Context: an optimization exercise on an open-source flow, tuned for small area, a short achievable clock period and few clock cycles. The choices shown serve that exercise and are no tape-out recipe. RTL that was checked went through simulation tests only; none was proved equivalent to the original. No activity file was given, so power comes from the tool's default toggle rates.

Design sdram_controller, start of the top module:
module sdram_controller (
        input   clk,
        input   rst,
        output  sdram_cle,
        output  sdram_cs,
        output  sdram_cas,
        output  sdram_ras,
        output  sdram_we,
        output  sdram_dqm,
        output  [1:0]  sdram_ba,
        output  [12:0] sdram_a,
        input   [31:0] sdram_dqi,
        output  [31:0] sdram_dqo,
        input   [22:0] user_addr,
        input   rw,                  
        input   [31:0] data_in,
        output  [31:0] data_out,
        output  busy,
        input   in_valid,
        output  out_valid
    );
    localparam [9:0] REF_ST = 10'd380;
    localparam [2:0] C_NOP = 3'b111,
                     C_RD  = 3'b101;
    reg  [2:0]  cmd_q;
    reg  [12:0] a_q;
    reg  [1:0]  ba_q;
    reg         req_valid;
    reg         req_rw;
    reg  [1:0]  req_b;
    reg  [12:0] req_row;
    reg  [5:0]  req_col;
    reg  [31:0] req_data;
    reg         req_hit;         
    reg  [12:0] row0, row1, row2, row3;
    reg  [3:0]  open;
    reg  [2:0]  v0, v1, v2, v3;
    reg         act_last;        
    reg  [1:0]  rd_v;            
    reg  [9:0]  rcnt;            
    reg         rp;              
    reg  [1:0]  rdp;             
    assign sdram_cle = 1'b1;
  ...
Size: ~160 flip-flops, about 180 I/O pins, ~0.0067 mm2 of cells after synthesis.
make LEC_CHECK=0 CAP_MARGIN=20 CORE_MARGIN=2 CORE_UTILIZATION=50 SETUP_SLACK_MARGIN=1.5 SLEW_MARGIN=20 finish   # period 5.0 ns
run.sh (not shown) runs the stock make flow with config.mk's settings and CLKGATE_MAP_FILE= SYNTH_SCRIPT=/design/flow/synth_recipe.tcl, a recipe that flattens the netlist after the stock synthesis.
Testbench counts at the start, summed over its fixed seeds: cycles 76,097.
==> next run, changes <==
==> flow/flow/run.sh (new file) <==
#!/bin/bash
# The standard layout (the standard.sh, all ORFS steps unchanged), except that the
# buffers ORFS puts on every input and output port are sky130_fd_sc_hd__buf_2 cells.
set -euo pipefail
export BUFFER_PORTS_ARGS="-buffer_cell sky130_fd_sc_hd__buf_2"
bash standard.sh > standard.log 2>&1
==> flow/standard.sh (new file) <==
#!/bin/bash
# synth_recipe.tcl (not shown) runs the flow's synth.tcl, then flattens the netlist and writes it again
# the make line also repeats each setting of config.mk as NAME=value (left out here)
make -C /OpenROAD-flow-scripts/flow DESIGN_CONFIG=/design/flow/config.mk WORK_HOME=/design/flow/orfs CLKGATE_MAP_FILE= SYNTH_SCRIPT=/design/flow/synth_recipe.tcl "${@:-finish}"
CORE_UTILIZATION = 60   (was 50)
CTS_BUF_LIST = sky130_fd_sc_hd__clkbuf_4 sky130_fd_sc_hd__clkbuf_8   (was unset)
CTS_CLUSTER_SIZE = 40   (was unset)
SETUP_SLACK_MARGIN = 2.5   (was 1.5)
removed: flow/run.sh
Cell area goes down by 1.1%. Total power goes down by 0.92%. Clock-buffer cell count stays the same. Sequential power hardly moves. Clock skew stays flat.
==> next run, changes <==
SETUP_SLACK_MARGIN = 2.2   (was 2.5)
Result: The new run went through all stages and came out clean; utilization came out lower by 5.1 points; maximum frequency came out lower by a few percent; setup slack is worse by 180 ps; count of clock-buffer cells in the layout came out higher by 1; via count came out lower by a few percent; non-clock buffer count came out lower by 22; final area came out lower by a few percent; power came out lower by roughly a tenth; final cell count came out lower by a few percent; die area stays the same; wire length came out lower by roughly a tenth.

========
Setup of alpha:
sdram_controller again, from the RTL that the note above started with.
Design sdram_controller, start of the top module:
module sdram_controller (
        input   clk,
        input   rst,
        output  sdram_cle,
        output  sdram_cs,
        output  sdram_cas,
        output  sdram_ras,
        output  sdram_we,
        output  sdram_dqm,
        output  [1:0]  sdram_ba,
        output  [12:0] sdram_a,
        input   [31:0] sdram_dqi,
        output  [31:0] sdram_dqo,
        input   [22:0] user_addr,
        input   rw,                  
        input   [31:0] data_in,
        output  [31:0] data_out,
        output  busy,
        input   in_valid,
        output  out_valid
    );
    localparam [9:0] REF_ST = 10'd380;
    localparam [2:0] C_NOP = 3'b111,
                     C_RD  = 3'b101;
    reg  [2:0]  cmd_q;
    reg  [12:0] a_q;
    reg  [1:0]  ba_q;
    reg         req_valid;
    reg         req_rw;
    reg  [1:0]  req_b;
    reg  [12:0] req_row;
    reg  [5:0]  req_col;
    reg  [31:0] req_data;
    reg         req_hit;         
    reg  [12:0] row0, row1, row2, row3;
    reg  [3:0]  open;
    reg  [2:0]  v0, v1, v2, v3;
    reg         act_last;        
    reg  [1:0]  rd_v;            
    reg  [9:0]  rcnt;            
    reg         rp;              
    reg  [1:0]  rdp;             
    assign sdram_cle = 1'b1;
    assign sdram_cs  = 1'b0;
    assign sdram_ras = cmd_q[2];
    assign sdram_cas = cmd_q[1];
    assign sdram_we  = cmd_q[0];
    assign sdram_dqm = 1'b0;
    assign sdram_ba  = ba_q;
    assign sdram_a   = a_q;
    assign sdram_dqo = req_data;
    assign out_valid = rdp[1];
  ...
Settings: LEC_CHECK=0, ABC_AREA=1, CAP_MARGIN=20, CORE_MARGIN=2, CORE_UTILIZATION=55, SETUP_SLACK_MARGIN=2.2, SLEW_MARGIN=20; clock period 5.0 ns.
Stock flow here: none of the scripts above is used.
Testbench counts of alpha, summed over its fixed seeds: cycles 76,097.
Input-level comparison between beta and alpha:
- CTS_BUF_LIST: unset -> sky130_fd_sc_hd__clkbuf_4 sky130_fd_sc_hd__clkbuf_8
- CTS_CLUSTER_SIZE: unset -> 40
- CORE_UTILIZATION: 55 -> 65
- ABC_AREA: 1 -> unset
==> flow/flow/run.sh (new file) <==
#!/bin/bash
# The standard layout (the standard.sh, all ORFS steps unchanged), except that the
# buffers ORFS puts on every input and output port are sky130_fd_sc_hd__buf_2 cells.
set -euo pipefail
export BUFFER_PORTS_ARGS="-buffer_cell sky130_fd_sc_hd__buf_2"
bash standard.sh > standard.log 2>&1
==> flow/standard.sh (new file) <==
#!/bin/bash
# synth_recipe.tcl (not shown) runs the flow's synth.tcl, then flattens the netlist and writes it again
# the make line also repeats each setting of config.mk as NAME=value (left out here)
make -C /OpenROAD-flow-scripts/flow DESIGN_CONFIG=/design/flow/config.mk WORK_HOME=/design/flow/orfs CLKGATE_MAP_FILE= SYNTH_SCRIPT=/design/flow/synth_recipe.tcl "${@:-finish}"
removed: flow/run.sh
[compare] base=alpha new=beta: utilization of the core after routing moved up; synthesized cell count down 373.
Headroom to the max-slew limit was lower in the run labelled alpha.
beta vs. alpha: routed wire length decreased 32%, final critical-path share of the clock period higher, fraction of standard cell area in multi-input logic now sits lower, internal power consumption down 210 uW, signal arrival time at the worst endpoint went up.
In beta the detail-routed via count per cell turned out 5.8% higher than in alpha.
Run comparison: alpha termination of the worst setup path row2[6]$_DFFE_PP_; beta termination of the worst setup path row0[1]$_DFFE_PP_
Run comparison: beta worst-path cell with the longest stage delay mux4_2; alpha worst-path cell with the longest stage delay clkdlybuf4s15_2
#### Input delta (gamma over beta)
- a change of CORE_UTILIZATION from 65 to 60
==> flow/flow/run.sh <==
#!/bin/bash
# The standard layout (the standard.sh, all ORFS steps unchanged), except that the
# buffers ORFS puts on every input and output port are sky130_fd_sc_hd__buf_1 cells.
set -euo pipefail
export BUFFER_PORTS_ARGS="-buffer_cell sky130_fd_sc_hd__buf_1"
bash standard.sh > standard.log 2>&1
==> results.txt <==
- Minimum clock period after layout: higher on beta
- Sort gamma and beta by cell area desc -> top: beta
- Compared to beta, gamma has routing usage on met2 1.5 points lower.
- Summary of gamma over beta: fraction of standard cell area in multi-input logic saw an increase, relative contribution of combinational cells to total power saw a decrease, setup slack saw an increase, global-route wire length before repair saw little to no change, area overhead of the layout relative to synthesis saw a decrease.
Inputs modified between gamma and delta:
- CTS_CLUSTER_SIZE removed (was 40)
- CTS_BUF_LIST removed (was sky130_fd_sc_hd__clkbuf_4 sky130_fd_sc_hd__clkbuf_8)
- CORE_UTILIZATION changed from 60 to 55
==> flow/run.sh (new file) <==
#!/bin/bash
# synth_recipe.tcl (not shown) runs the flow's synth.tcl, then flattens the netlist and writes it again
# the make line also repeats each setting of config.mk as NAME=value (left out here)
make -C /OpenROAD-flow-scripts/flow DESIGN_CONFIG=/design/flow/config.mk WORK_HOME=/design/flow/orfs CLKGATE_MAP_FILE= SYNTH_SCRIPT=/design/flow/synth_recipe.tcl finish
removed: flow/flow/run.sh
removed: flow/standard.sh
Notes after the runs:
Of the two candidates, gamma has the better final design instance area without fill and delta the worse one. A destination of the critical timing path of v1[0]$_SDFF_PP0_ is what delta shows, while v0[1]$_SDFF_PP0_ belongs to gamma. Compared with gamma, in delta detailed-route vias per instance decreased by 0.049 relative to the old numbers, clock network area share now larger, number of global-route vias before repair rose 87, largest net degree at the start of global routing fell by 1. Of the two values seen for cell with the biggest individual delay on the critical path, clkdlybuf4s50_1 was produced by delta and or4_1 by gamma.
Input changes introduced in epsilon (baseline for comparison: delta):
- CTS_CLUSTER_DIAMETER: unset -> 150
- CTS_BUF_LIST: unset -> sky130_fd_sc_hd__clkbuf_8 sky130_fd_sc_hd__clkbuf_16
- CORE_UTILIZATION: 55 -> 60
- CTS_CLUSTER_SIZE: unset -> 100
==> flow/flow/run.sh (new file) <==
#!/bin/bash
# The standard layout (the standard.sh, all ORFS steps unchanged), except that the
# buffers ORFS puts on every input and output port are sky130_fd_sc_hd__buf_2 cells.
set -euo pipefail
export BUFFER_PORTS_ARGS="-buffer_cell sky130_fd_sc_hd__buf_2"
bash standard.sh > standard.log 2>&1
==> flow/standard.sh (new file) <==
#!/bin/bash
# synth_recipe.tcl (not shown) runs the flow's synth.tcl, then flattens the netlist and writes it again
# the make line also repeats each setting of config.mk as NAME=value (left out here)
make -C /OpenROAD-flow-scripts/flow DESIGN_CONFIG=/design/flow/config.mk WORK_HOME=/design/flow/orfs CLKGATE_MAP_FILE= SYNTH_SCRIPT=/design/flow/synth_recipe.tcl "${@:-finish}"
removed: flow/run.sh
--- outcome ---
On hold violation count in the final report, epsilon and delta are basically level.
epsilon reports a higher post-CTS setup-driven buffer insertion count than delta does.
epsilon completed every stage of the flow, and the final layout passed the timing, DRC and antenna checks.
Worst setup slack after layout was lower in the run labelled delta.

========
sdram_controller, a different RTL version from the one above (not shown whole).
For scale: roughly 160 flip-flops, ~180 I/O pins, about 7000 um2 of cells after synthesis.
Settings: LEC_CHECK=0, CAP_MARGIN=20, CORE_MARGIN=2, CORE_UTILIZATION=40, SETUP_SLACK_MARGIN=2.2, SLEW_MARGIN=20; clock period 5.0 ns.
Stock flow here: none of the scripts above is used.
The baseline produced a clean layout.
Testbench counts at the start, summed over its fixed seeds: cycles 76,139.
Next try:
--- a/flow/config.mk
+++ b/flow/config.mk
@@ -10,3 +10,2 @@
 export CORE_UTILIZATION = 40
-export SETUP_SLACK_MARGIN = 2.2
 export SLEW_MARGIN = 20
The new run produced a clean layout.
Flip-flop and latch count is unchanged.
Global-route usage came out lower by 2.3 points.
Routed wire length came out lower by about 15%.
Utilization came out lower by 7.7 points.
Setup slack degrades by 1.0 ns.
Non-clock buffer count came out lower by 65.
Clock-buffer cell count stays the same.
Total power came out lower by 12%.
Sequential share of layout area came out higher by 6.0 points.
Synthesized cell count is unchanged.
Combinational power came out lower by 37%.
Next try:
--- a/flow/config.mk
+++ b/flow/config.mk
@@ -7,2 +7,3 @@
 export LEC_CHECK = 0
+export ABC_CLOCK_PERIOD_IN_PS = 2800
 export CAP_MARGIN = 20
@@ -10,2 +11,3 @@
 export CORE_UTILIZATION = 40
+export SETUP_SLACK_MARGIN = 2.2
 export SLEW_MARGIN = 20
After rerunning:
- The new run ran to the end with no violations
- utilization is higher by 7.7 points
- design area is higher by about 15%
- clock skew barely changes
- via count is higher by about 10%
- fmax is higher by about 30%
- die area does not change
- worst setup slack gets better by 1.0 ns
- power is higher by 13%
- synthesized cell count stays the same

========
RTL: one of the versions met above, not the one the previous note started from.
Size: ~510 cells after synthesis, about 160 flip-flops, ~180 I/O pins, roughly 0.0067 sq mm of cells after synthesis.
make LEC_CHECK=0 CAP_MARGIN=20 CORE_MARGIN=2 CORE_UTILIZATION=50 SETUP_SLACK_MARGIN=2.2 SLEW_MARGIN=20 finish   # period 5.0 ns
Testbench counts at the start, summed over its fixed seeds: cycles 76,097.
==> next run, changes <==
Settings changed: CORE_UTILIZATION 50 to 70.
Cell area came out lower by 2.2%.
Worst setup slack loses 0.33 ns.
Global-route usage came out higher by 15 points.
Hold slack gains 0.0071 ns.

========
== the previous run ==
Another version of the RTL of sdram_controller (not shown whole).
For scale: about 160 flip-flops, roughly 180 I/O pins.
clock: 5.0 ns
lec_check: 0
cap_margin: 20
core_margin: 2
core_utilization: 60
cts_buf_list: sky130_fd_sc_hd__clkbuf_4 sky130_fd_sc_hd__clkbuf_8
cts_cluster_size: 40
setup_slack_margin: 2.2
slew_margin: 20
standard.sh (not shown) runs the stock make flow with config.mk's settings and CLKGATE_MAP_FILE= SYNTH_SCRIPT=/design/flow/synth_recipe.tcl, a recipe that flattens the netlist after the stock synthesis.
==> flow/flow/run.sh <==
#!/bin/bash
# The standard layout (the standard.sh, all ORFS steps unchanged), except that the
# buffers ORFS puts on every input and output port are sky130_fd_sc_hd__buf_2 cells.
set -euo pipefail
export BUFFER_PORTS_ARGS="-buffer_cell sky130_fd_sc_hd__buf_2"
bash standard.sh > standard.log 2>&1
The previous run reached the final stage; the timing, DRC and antenna checks on its layout passed.
Here is what was changed in the inputs of the current run compared with the previous run.
Settings: changing SETUP_SLACK_MARGIN from 2.2 to 2.5.
==> comparison <==
- Taking the previous run as the reference point, the power in combinational cells of the current run rises by about 37%.
- Between the previous run and the current run, the cell count went up.
- Changes observed in the current run relative to the previous run: power dissipated by switching net loads higher; cell area higher.
- Relative to the previous run, total number of multi-input combinational cells increased by 0.33% in the current run.
- Relative to the previous run, power density over the cells has increased by 16 mW/mm^2 in the current run.
Function was not checked in any run of this note: the RTL went through the layout flow alone.

========
## red
RTL: one of the versions met above, not the one the previous note started from.
For scale: roughly 510 cells after synthesis, about 160 flip-flops, ~180 I/O pins, about 0.0067 mm^2 of cells after synthesis.
clock: 5.0 ns
lec_check: 0
cap_margin: 0
core_margin: 2
core_utilization: 60
cts_buf_list: sky130_fd_sc_hd__clkbuf_4 sky130_fd_sc_hd__clkbuf_8
cts_cluster_size: 40
setup_slack_margin: 2.2
slew_margin: 0
Scripts as last shown in full above: flow/flow/run.sh
Testbench counts of red, summed over its fixed seeds: cycles 76,097.
[inputs] blue vs red
Settings: a change of SLEW_MARGIN from 0 to 20; a change of CAP_MARGIN from 0 to 20; an added PLACE_DENSITY of 0.75.
[summary]
Delta (blue minus red): number of buffers other than clock buffers in the final layout went up, first-pass GRT wire length shows an increase of about 8%, overall via count from detail_route saw an increase, post-synthesis cell area about even.
Multi-input combinational area share, blue and red: smaller value in blue
red was carried through to the last stage, and its layout satisfied the timing, DRC and antenna checks.
Every stage of the flow completed for blue, and the final layout passed the timing, DRC and antenna checks.
Side by side, clock-buffer cell count turned out higher in blue than in red.
Peak supply drop of blue exceeds that of red by a few percent.
Modified inputs, green compared to blue
Settings: a change of SETUP_SLACK_MARGIN from 2.2 to 2.0; a deleted PLACE_DENSITY that had been 0.75.
--- outcome ---
Side by side, met2 track utilization from global routing turned out lower in green than in blue.
Going from blue to green, least setup slack across all paths after layout shrinks by 0.12 ns.
green against blue; post-layout instance area is down slightly.
Status: worst setup skew after layout parity (blue, green)
Here is what was changed in the inputs of orange compared with green.
Settings: a change of SETUP_SLACK_MARGIN from 2.0 to 2.2.
==> flow/run.sh (new file) <==
#!/bin/bash
# synth_recipe.tcl (not shown) runs the flow's synth.tcl, then flattens the netlist and writes it again
# the make line also repeats each setting of config.mk as NAME=value (left out here)
make -C /OpenROAD-flow-scripts/flow DESIGN_CONFIG=/design/flow/config.mk WORK_HOME=/design/flow/orfs CLKGATE_MAP_FILE= SYNTH_SCRIPT=/design/flow/synth_recipe.tcl finish
removed: flow/flow/run.sh
removed: flow/standard.sh
Notes after the runs:
Number of top-level pins came out exactly the same in orange and green.
Clock tree buffer count of the final layout up 1 in orange wrt green
On largest fanout on the critical path: orange sits below green.
[compare] base=green new=orange: fraction of standard cell area in multi-input logic lost 1.3 points; remaining max-slew budget at the tightest pin lost 1.1 points; power share of the combinational group picked up an extra 4.0 points.
orange vs. green: area added between synthesis and finish went up by 9.7 points.
Setup changes, orange to purple
Settings: SETUP_SLACK_MARGIN now 3.0, was 2.2; CTS_BUF_LIST no longer set, was sky130_fd_sc_hd__clkbuf_4 sky130_fd_sc_hd__clkbuf_8; CTS_CLUSTER_SIZE no longer set, was 40; CORE_UTILIZATION now 50, was 60.
Notes after the runs:
Diff orange and purple: placement-stage cell area lower in orange
Of orange and purple, the higher measured slew at the worst slew-check pin belongs to purple.
Headroom to the max-slew limit in purple vs orange: down 6.2 points
purple leaves more setup margin than orange.
orange → purple: tap cell instance count saw an increase; multi-input gate share of total cell area saw an increase; met1 capacity usage during global routing saw a decrease; placer congestion estimate saw a decrease.
Fraction of power consumed by the clock network: purple > orange

[static timing again, ports no longer ideal]
In the flow no input, the clock included, has a driving cell. The finished layouts below were timed again as built, in two steps. Step 1, drivers: a clkbuf_16 drives clk and a buf_2 each remaining input, both assumed. Step 2 moves the port delays by t, midway between the first and last clock arrival at a register: inputs arrive t later, outputs are due t later. That takes back most of the time a late clock gives input paths. Three values: ideal ports, drivers, drivers and shift; two values: the first two.
run	t, ns	setup slack, ns	hold WS [ns]	worst setup path after step 2	pins driven straight from the clock port
the first run of note 1	0.455	1.647 / 1.662 / 1.207	0.441 / 0.441 / 0.441	input to register	1
the second run of note 1	0.487	2.456 / 2.456 / 1.970	0.450 / 0.450 / 0.450	input to register	1
the third run of note 1	0.485	2.281 / 2.293 / 1.808	0.452 / 0.452 / 0.452	input to register	1
alpha	0.463	2.287 / 2.310 / 1.847	0.409 / 0.409 / 0.409	input to register	1
beta	0.473	2.202 / 2.208 / 1.734	0.453 / 0.453 / 0.453	input to register	1
gamma	0.484	2.236 / 2.243 / 1.758	0.431 / 0.431 / 0.431	input to register	1
delta	0.454	2.253 / 2.266 / 1.813	0.443 / 0.443 / 0.443	input to register	1
epsilon	0.569	2.284 / 2.295 / 1.727	0.450 / 0.450 / 0.450	input to register	1
the first run of note 3	0.472	1.514 / 1.506 / 1.034	0.442 / 0.442 / 0.442	input to register	1
the second run of note 3	0.460	0.500 / 0.514 / 0.054	0.443 / 0.443 / 0.443	input to register	1
the third run of note 3	0.472	1.514 / 1.506 / 1.034	0.442 / 0.442 / 0.442	input to register	1
the first run of note 4	0.452	2.248 / 2.258 / 1.806	0.452 / 0.452 / 0.452	input to register	1
the second run of note 4	0.573	1.915 / 1.915 / 1.390	0.459 / 0.459 / 0.459	input to register	1
the previous run	0.455	2.255 / 2.268 / 1.814	0.445 / 0.445 / 0.445	input to register	1
the current run	0.486	2.165 / 2.165 / 1.726	0.452 / 0.452 / 0.452	input to register	1
red	0.485	2.281 / 2.293 / 1.808	0.452 / 0.452 / 0.452	input to register	1
blue	0.484	2.215 / 2.215 / 1.767	0.442 / 0.442 / 0.442	input to register	1
green	0.474	2.092 / 2.092 / 1.666	0.453 / 0.453 / 0.453	input to register	1
orange	0.481	2.230 / 2.225 / 1.744	0.437 / 0.437 / 0.437	input to register	1
purple	0.461	2.265 / 2.270 / 1.809	0.446 / 0.446 / 0.446	input to register	1
After both steps setup and hold are still met in every run listed. For epsilon, which loses most, drivers alone change the setup slack by +0.011 ns; drivers and shift together by -0.557 ns.
